Source: an optimization exercise on an open RTL-to-GDS flow (aim: small area). Production flows keep margins and buffers that such runs may drop.
The RTL was checked by simulation tests, not by an equivalence proof against the original design.
The clock cells of this run come from the design's own scripts or RTL, not from TritonCTS.
The flow treats the clock pin as an ideal source. Dropping or thinning the clock tree relies on that and would not hold on a real chip.
Power figures rest on the tool's default switching activity, not on a simulated workload.

`flow/standard.sh`:
```
#!/bin/bash
# synth_recipe.tcl (not shown) runs the flow's synth.tcl, then flattens the netlist and writes it again
# the make line also repeats each setting of config.mk as NAME=value (left out here)
make -C /OpenROAD-flow-scripts/flow DESIGN_CONFIG=/design/flow/config.mk WORK_HOME=/design/flow/orfs CLKGATE_MAP_FILE= SYNTH_SCRIPT=/design/flow/synth_recipe.tcl "${@:-finish}"
```
`flow/design.v`:
```
module motor_driver_wrapper (
input PCLK,
input PRESERN,
input PSEL,
input PENABLE,
output wire PREADY,
output wire PSLVERR,
input PWRITE,
input [31:0] PADDR,
input wire [31:0] PWDATA,
output wire [31:0] PRDATA,
output wire [3:0] pulseX,
output wire [3:0] pulseY,
output wire [3:0] LED,
output wire [1:0] motionstateY
);
reg [1:0] DIRX;
reg [1:0] DIRY;
assign PREADY = 1'b1;
assign PSLVERR = 1'b0;
assign PRDATA = 32'b0;
wire WRITE_EN = PSEL & PENABLE & PWRITE;
always @(posedge PCLK) begin
	if (WRITE_EN && PADDR[3:2] == 2'b00) DIRX <= PWDATA[1:0];
	else if (~PRESERN) DIRX <= 2'b11;
	if (WRITE_EN && PADDR[3:2] == 2'b01) DIRY <= PWDATA[1:0];
	else if (~PRESERN) DIRY <= 2'b11;
end
assign LED = {DIRY[0], DIRY[1], DIRX[0], DIRX[1]};
wire [1:0] msX;
motor_axis_X ax (.clock(PCLK), .reset(PRESERN), .dir(DIRX), .pulse(pulseX), .ms(msX));
motor_axis_Y ay (.clock(PCLK), .reset(PRESERN), .dir(DIRY), .pulse(pulseY), .ms(motionstateY));
endmodule
module motor_axis_X (
	input clock,
	input reset,
	input [1:0] dir,
	output wire [3:0] pulse,
	output reg [1:0] ms
);
localparam STOP = 2'b00, ACCEL = 2'b01, RUN = 2'b10, DECEL = 2'b11;
localparam [8-1:0] BTAPS = 8'b10001110, S0 = 8'b11001111;
localparam [8-1:0] KTAPS = 8'b10001110, A0 = 8'b00010011, KSTART = 8'b00001000, KRUN = 8'b00000101;
reg [8-1:0] b;
reg [8-1:0] a;
reg [8-1:0] k;
reg pclk;
reg [1:0] prevdir;
reg on, x, y;
wire bz = (b[1] & b[2] & b[3] & ~b[4] & ~b[5] & b[6] & b[7]);           
wire bw = (b[0] & b[1] & b[2] & ~b[3] & ~b[4] & b[5] & b[6]);           
wire trig = bz & (a == k);
wire rise = trig & ~pclk;
wire clr = trig | ~reset;
wire [8-1:0] bnext = {b[8-2:0], ^(b & BTAPS) ^ bw};
wire [8-1:0] anext = {a[8-2:0], ^(a & KTAPS)};
wire [8-1:0] kup = {k[8-2:0], ^(k & KTAPS)};
wire [8-1:0] kdn = {k[0] ^ ^(k[8-1:1] & KTAPS[8-2:0]), k[8-1:1]};
wire kld = ~reset | (rise & (ms == STOP));      
wire kr = reset & rise & (ms == RUN);           
wire ku = reset & rise & (ms == DECEL);         
wire kd = reset & rise & (ms == ACCEL);         
wire kh = reset & ~rise;                        
wire aadv = ~clr & bw;
wire ahold = ~clr & ~bw;
always @(posedge clock) begin
	b <= ({8{~clr}} & bnext) | ({8{clr}} & S0);
	a <= ({8{aadv}} & anext) | ({8{ahold}} & a) | ({8{clr}} & A0);
	k <= ({8{kld}} & KSTART) | ({8{kr}} & KRUN) | ({8{ku}} & kup) |
	     ({8{kd}} & kdn) | ({8{kh}} & k);
	pclk <= reset & (pclk ^ trig);
end
reg [1:0] nms;
always @* begin
	case (ms)
	STOP:  nms = (dir[0] ^ dir[1]) ? ACCEL : STOP;
	ACCEL: nms = (k[0] & ~k[1] & ~k[4] & ~k[5] & ~k[7]) ? RUN : (prevdir != dir) ? DECEL : ACCEL;
	RUN:   nms = (prevdir != dir) ? DECEL : RUN;
	default: nms = (~k[1] & ~k[2] & ~k[4] & ~k[5] & ~k[7]) ? STOP : DECEL;
	endcase
end
wire decel = (ms == DECEL);
wire back = (dir == 2'b01) | (decel & (dir != 2'b11));
wire fwd = (dir == 2'b10) & ~decel;
always @(posedge clock) begin
	if (~reset) begin
		ms <= STOP;
		prevdir <= 2'b11;
		on <= 1'b0;
	end else if (rise) begin
		ms <= nms;
		prevdir <= dir;
		on <= (ms != STOP);
	end
end
always @(posedge clock) begin
	if (reset & rise) begin
		if (~on) begin
			x <= 1'b1;
			y <= 1'b1;
		end else if (back) begin
			x <= y;
			y <= ~x;
		end else if (fwd) begin
			x <= ~y;
			y <= x;
		end
	end
end
assign pulse = on ? {x, ~x, ~y, y} : 4'b0000;
endmodule
module motor_axis_Y (
	input clock,
	input reset,
	input [1:0] dir,
	output wire [3:0] pulse,
	output reg [1:0] ms
);
localparam STOP = 2'b00, ACCEL = 2'b01, RUN = 2'b10, DECEL = 2'b11;
localparam [7-1:0] BTAPS = 7'b1000001, S0 = 7'b1010100;
localparam [9-1:0] KTAPS = 9'b100001000, A0 = 9'b000000011, KSTART = 9'b101011010, KRUN = 9'b010001000;
reg [7-1:0] b;
reg [9-1:0] a;
reg [9-1:0] k;
reg pclk;
reg [1:0] prevdir;
reg on, x, y;
wire bz = (~b[1] & b[2] & ~b[3] & b[4] & ~b[5] & b[6]);           
wire bw = (~b[0] & b[1] & ~b[2] & b[3] & ~b[4] & b[5]);           
wire trig = bz & (a == k);
wire rise = trig & ~pclk;
wire clr = trig | ~reset;
wire [7-1:0] bnext = {b[7-2:0], ^(b & BTAPS) ^ bw};
wire [9-1:0] anext = {a[9-2:0], ^(a & KTAPS)};
wire [9-1:0] kup = {k[9-2:0], ^(k & KTAPS)};
wire [9-1:0] kdn = {k[0] ^ ^(k[9-1:1] & KTAPS[9-2:0]), k[9-1:1]};
wire kld = ~reset | (rise & (ms == STOP));      
wire kr = reset & rise & (ms == RUN);           
wire ku = reset & rise & (ms == DECEL);         
wire kd = reset & rise & (ms == ACCEL);         
wire kh = reset & ~rise;                        
wire aadv = ~clr & bw;
wire ahold = ~clr & ~bw;
always @(posedge clock) begin
	b <= ({7{~clr}} & bnext) | ({7{clr}} & S0);
	a <= ({9{aadv}} & anext) | ({9{ahold}} & a) | ({9{clr}} & A0);
	k <= ({9{kld}} & KSTART) | ({9{kr}} & KRUN) | ({9{ku}} & kup) |
	     ({9{kd}} & kdn) | ({9{kh}} & k);
	pclk <= reset & (pclk ^ trig);
end
reg [1:0] nms;
always @* begin
	case (ms)
	STOP:  nms = (dir[0] ^ dir[1]) ? ACCEL : STOP;
	ACCEL: nms = (~k[0] & ~k[1] & ~k[2] & ~k[4] & ~k[5] & ~k[6]) ? RUN : (prevdir != dir) ? DECEL : ACCEL;
	RUN:   nms = (prevdir != dir) ? DECEL : RUN;
	default: nms = (~k[0] & k[1] & ~k[2] & k[3] & k[4] & ~k[5]) ? STOP : DECEL;
	endcase
end
wire decel = (ms == DECEL);
wire back = (dir == 2'b01) | (decel & (dir != 2'b11));
wire fwd = (dir == 2'b10) & ~decel;
always @(posedge clock) begin
	if (~reset) begin
		ms <= STOP;
		prevdir <= 2'b11;
		on <= 1'b0;
	end else if (rise) begin
		ms <= nms;
		prevdir <= dir;
		on <= (ms != STOP);
	end
end
always @(posedge clock) begin
	if (reset & rise) begin
		if (~on) begin
			x <= 1'b1;
			y <= 1'b1;
		end else if (back) begin
			x <= y;
			y <= ~x;
		end else if (fwd) begin
			x <= ~y;
			y <= x;
		end
	end
end
assign pulse = on ? {x, ~x, ~y, y} : 4'b0000;
endmodule
```
`flow/config.mk`:
```
export PLATFORM = sky130hd
export DESIGN_NAME = motor_driver_wrapper
export DESIGN_NICKNAME = motor_driver_wrapper
export VERILOG_FILES = /design/flow/design.v
export SDC_FILE = /design/flow/constraint.sdc
export NUM_CORES = 4
export LEC_CHECK = 0
export CAP_MARGIN = 20
export CORE_MARGIN = 2
export CORE_UTILIZATION = 40
export SLEW_MARGIN = 20
```
`flow/flow/cts_tree.tcl`:
```
# Replace TritonCTS's H-tree with a small two-level tree: the clock sinks are
# split into a few groups by location (k-means), each group is driven by one
# leaf buffer at its centroid, and one root buffer on the clock port drives
# the leaf buffers.
rename clock_tree_synthesis tritoncts_clock_tree_synthesis
proc clock_tree_synthesis { args } {
  set block [ord::get_db_block]
  set db [ord::get_db]
  set port_net [[$block findBTerm PCLK] getNet]
  set leaf_master [$db findMaster $::env(CTS_LEAF_BUF)]
  set root_master [$db findMaster $::env(CTS_ROOT_BUF)]
  set sinks {}
  foreach it [$port_net getITerms] {
    set bb [[$it getInst] getBBox]
    lappend sinks [list $it [expr {([$bb xMin] + [$bb xMax]) / 2.0}] [expr {([$bb yMin] + [$bb yMax]) / 2.0}]]
  }
  set n [llength $sinks]
  set k [expr {max(1, int(ceil(double($n) / $::env(CTS_LEAF_SINKS))))}]
  # k-means, seeded with sinks spread through the list sorted by x
  set sorted [lsort -real -index 1 $sinks]
  set cx {}
  set cy {}
  for {set c 0} {$c < $k} {incr c} {
    set s [lindex $sorted [expr {int(($c + 0.5) * $n / $k)}]]
    lappend cx [lindex $s 1]
    lappend cy [lindex $s 2]
  }
  for {set iter 0} {$iter < 50} {incr iter} {
    set sumx [lrepeat $k 0.0]
    set sumy [lrepeat $k 0.0]
    set cnt [lrepeat $k 0]
    set assign {}
    foreach s $sinks {
      set best 0
      set bd 1e30
      for {set c 0} {$c < $k} {incr c} {
        set d [expr {abs([lindex $s 1] - [lindex $cx $c]) + abs([lindex $s 2] - [lindex $cy $c])}]
        if {$d < $bd} { set bd $d; set best $c }
      }
      lappend assign $best
      lset sumx $best [expr {[lindex $sumx $best] + [lindex $s 1]}]
      lset sumy $best [expr {[lindex $sumy $best] + [lindex $s 2]}]
      lset cnt $best [expr {[lindex $cnt $best] + 1}]
    }
    for {set c 0} {$c < $k} {incr c} {
      if {[lindex $cnt $c] > 0} {
        lset cx $c [expr {[lindex $sumx $c] / [lindex $cnt $c]}]
        lset cy $c [expr {[lindex $sumy $c] / [lindex $cnt $c]}]
      }
    }
  }
  set root [odb::dbInst_create $block $root_master clkbuf_root]
  set trunk [odb::dbNet_create $block clknet_trunk]
  $trunk setSigType CLOCK
  set rx 0.0
  set ry 0.0
  set used 0
  for {set c 0} {$c < $k} {incr c} {
    if {[lindex $cnt $c] == 0} { continue }
    set buf [odb::dbInst_create $block $leaf_master clkbuf_leaf_$c]
    set net [odb::dbNet_create $block clknet_leaf_$c]
    $net setSigType CLOCK
    [$buf findITerm A] connect $trunk
    [$buf findITerm X] connect $net
    $buf setLocation [expr {int([lindex $cx $c])}] [expr {int([lindex $cy $c])}]
    $buf setPlacementStatus PLACED
    set rx [expr {$rx + [lindex $cx $c]}]
    set ry [expr {$ry + [lindex $cy $c]}]
    incr used
    set nets($c) $net
  }
  foreach s $sinks c $assign {
    set it [lindex $s 0]
    $it disconnect
    $it connect $nets($c)
  }
  [$root findITerm A] connect $port_net
  [$root findITerm X] connect $trunk
  $root setLocation [expr {int($rx / $used)}] [expr {int($ry / $used)}]
  $root setPlacementStatus PLACED
  puts "cts: $n sinks on $used $::env(CTS_LEAF_BUF) leaves (sizes $cnt) under one $::env(CTS_ROOT_BUF)"
  set_propagated_clock [all_clocks]
}
```
`flow/constraint.sdc`:
```
create_clock -name core_clock -period 10.0 [get_ports {PCLK}]
set_input_delay 2.0000 -clock core_clock [delete_from_list [all_inputs] [get_ports {PCLK}]]
set_output_delay 2.0000 -clock core_clock [all_outputs]
set_load 0.01 [all_outputs]
```
`flow/flow/run.sh`:
```
#!/bin/bash
# Own layout flow: the standard ORFS flow (standard.sh) with two changes:
#  - port buffers are buf_1 (buffer_ports' default pick is a 10 um2 delay cell)
#  - the clock tree is a small two-level tree built by cts_tree.tcl instead of TritonCTS
# Every tool's output is in orfs/logs/ (one log per step) and standard.log.
set -euo pipefail
HERE=$(pwd)
export BUFFER_PORTS_ARGS="-buffer_cell sky130_fd_sc_hd__buf_1"
export PRE_CTS_TCL=$HERE/flow/cts_tree.tcl
export CTS_ROOT_BUF=${CTS_ROOT_BUF:-sky130_fd_sc_hd__clkbuf_4}
export CTS_LEAF_BUF=${CTS_LEAF_BUF:-sky130_fd_sc_hd__clkbuf_8}
export CTS_LEAF_SINKS=${CTS_LEAF_SINKS:-18}
bash standard.sh > standard.log 2>&1
```
==> results.yml <==
status:
  status: "timing/DRC/antenna clean"
floorplanning:
  core.rowCount: 34
  die-area_um2: 9770
  fp.coreArea_um2: 8720
  initial_core_util: 0.412
  die_height_um: 98.8
  ios: 117
  die_w_um: 98.8
timing:
  skew_ns: 0.0191
  slew_viol_final: 0
  layout_min_cycle_time_ns: 3.18
  worst_hold_slack_ns: 0.439
  setup_viol: 0
  slew_headroom: 0.562
  final.setup.worst_slack_ns: 6.82
  hold_viol: 0
  rsz0062_at_grt: "false"
  clock.fmax_ghz: 0.315
  finalCritPeriodShare: 0.318
  max_slew.worst_pin.slew_ns: 0.658
  tns_ns: 0
place:
  port_buffers: 22
  placedInstanceArea_um2: 3590
  place_ws_ns: 6.56
  place_congestion: 0.736
  place_hpwl_um: 4180
  dp.cells: 503
synthesis:
  synth.distinct_cells: 52
  syn_inst: 390
  ys_seq_area_frac: 0.406
  synth_edf_count: 8
  synth_top_area_frac: 0.339
  yosysTopAreaCell: "dfxtp_1"
  syn-cell-area_um2: 3600
  ys.warnings.count: 3
  synth_seq_cells: 69
  syn_area_per_cell_um2: 9.22
  yosys-top-cells-count: "dfxtp_1, buf_4, nand2_1"
  synth_area_leaders: "dfxtp_1, buf_4, xnor2_1"
  synth-async-reset-ratio: 0
  dominantRegCellSynth: "dfxtp_1"
  yosysMostFrequentCell: "dfxtp_1"
cts:
  cts.clk_slew.worst_paths_ns: 0.11
  cts_resized: 0
  postCtsSetupBuffers: 0
  cts_hold_buf: 0
  clock_latency_ns: 0.38
power_and_ir_drop:
  p_total_uw: 442
  p_per_area_nw_per_um2: 121
  peakVddDrop_mv: 0.0702
  p_leak_nw: 1.39
drt:
  vias: 2497
  wirelength_um: 5860
  avgViaCountPerCell: 4.92
  drc_errors: 0
  firstDrtPassIters: 5
  wl_per_cell_um: 11.5
  drt_iter0_drc: 123
  antenna_left: 0
finish:
  final_util: 0.419
  regArea_um2: 1460
  nFillCells: 866
  multi_input_area_um2: 1830
  syn2layout_area_growth_pct: 1.57
  layout-drive-gt1-share: 0.0600
  postLayoutCellArea_um2: 3650
  finalNetCount: 475
  instances_no_fill: 508
  antenna_cells: 0
flow_run:
  drv_cap: 0
global_route:
  grt_overflow: 0
  antenna_found_initial: 0
  grt_pass1_wl_um: 10200
  grt_use_total: 0.118
  grt_pass1_vias: 2194
  grt_max_degree: 31
setup_path:
  cp_num_buf_inv: 1
  path_max_fanout: 13
  max_stage_delay_ns: 0.62
  path_cells: "buf_1"
  path_class: "reg2out"
  crit_slowest_cell: "dfxtp_1"
  cp-end-kind: "output port"
  cp.required_ns: 8.00
  crit_arrival_ns: 1.18
  worst_setup_path_start_kind: "register"
  cpLargestDelayFamily: "flip-flops"
hold_path:
  hold_path.class: "reg2reg"
-- cell usage in the layout, fill, tap and decap left out, drive strengths merged, types with 2 or more instances in the layout --
cell and n:
nand3b 6, conb 34, a22oi 3, o31ai 3, or2 10, or3 2
nand2b 4, a222oi 4, xnor2 31, nand2 34, a31oi 3, edfxtp 8
a211o 5, buf 24, mux2i 19, nand4 4, nor2b 12, o21ai 13
nor3 7, nand3 19, and2 5, clkbuf 5, nor2 27, dfxtp 61
nand4b 2, o211a 3, a21oi 4, ha 4, xor2 10, inv 19
-- routing by layer --
metal,vias up,routed length (µm),track usage
met2,55,2700,0.202
met4,0,87,0.0158
li1,1273,-,-
met3,6,208,0.00709
met5,-,0,0
met1,1163,2860,0.169
-- where the power goes --
group,switching [mW],leakage [nW],internal (mW),total [mW]
clock network,0.0807,0.0334,0.0411,0.122
logic,0.0187,0.795,0.0107,0.0294
registers,0.00497,0.558,0.285,0.290
-- logic make-up after synthesis --
group                      synth area share
xor gates and xnor gates              0.102
buffers and inverters                 0.120
AOI/OAI and AO/OA                     0.105
and+or+nand+nor                       0.198
adders and majority gates            0.0139
other                               0.00209
DFF                                   0.406
muxes                                0.0529
-- state kept, by name (all words and copies together) (netlist names) --
| register | cells |
|---|---|
| DIRY | 2 |
| ay.y | 1 |
| ay.k | 9 |
| ay.b | 7 |
| DIRX | 2 |
| ay.on | 1 |
| ax.ms | 2 |
| ay.a | 9 |
| ay.ms | 2 |
| ax.on | 1 |
| ay.prevdir | 2 |
| ax.y | 1 |
| ax.k | 8 |
| ay.pclk | 1 |
| ax.a | 8 |
| ax.b | 8 |
| ay.x | 1 |
| ax.prevdir | 2 |
| ax.pclk | 1 |
| ax.x | 1 |
-- layout make-up --
cell class / count / share of cell area
flip-flops and latches: 69 / 0.400
plain buffers: 5 / 0.0171
well taps: 108 / 0.0370
repair buffers: 24 / 0.0267
inverters: 19 / 0.0195
multi-input cells: 283 / 0.500
-- path summary, 6_finish.rpt --
path,end,slack (ns),cells after the start,start
worst max-delay path,motionstateY[1],6.82,1,ay.ms[1]$_SDFFE_PN0N_
worst max register to register,ay.k[5]$_DFF_P_,7.18,8,ay.k[5]$_DFF_P_
worst min-delay path,ax.b[5]$_DFF_P_,0.44,2,ax.b[4]$_DFF_P_
worst min register to register,ax.b[5]$_DFF_P_,0.44,2,ax.b[4]$_DFF_P_

## re-timing with driven ports
Ports are ideal in the flow. The routed layout listed here was re-timed in OpenROAD. Step 1, drivers: a clkbuf_16 drives PCLK and a buf_2 each remaining input, both assumed. Step 2 adds t to the input delays and takes it off the output delays; t is the mean of the earliest and latest rising clock arrival at the registers after step 1. Input paths then give back, and output paths get back, about the clock's delay inside the block. Slacks: ideal ports / drivers / drivers and shift; pairs: ideal ports / drivers.
shift t [ns]: 0.395
slack for setup (ns): 6.825 / 6.798 / 6.553
worst hold slack (ns): 0.439 / 0.439 / 0.439
worst slew at a driven data input, ns: 0.03
After both steps setup and hold are still met in this run. The setup slack of this run moves by -0.027 ns with the drivers and by -0.272 ns with both steps.
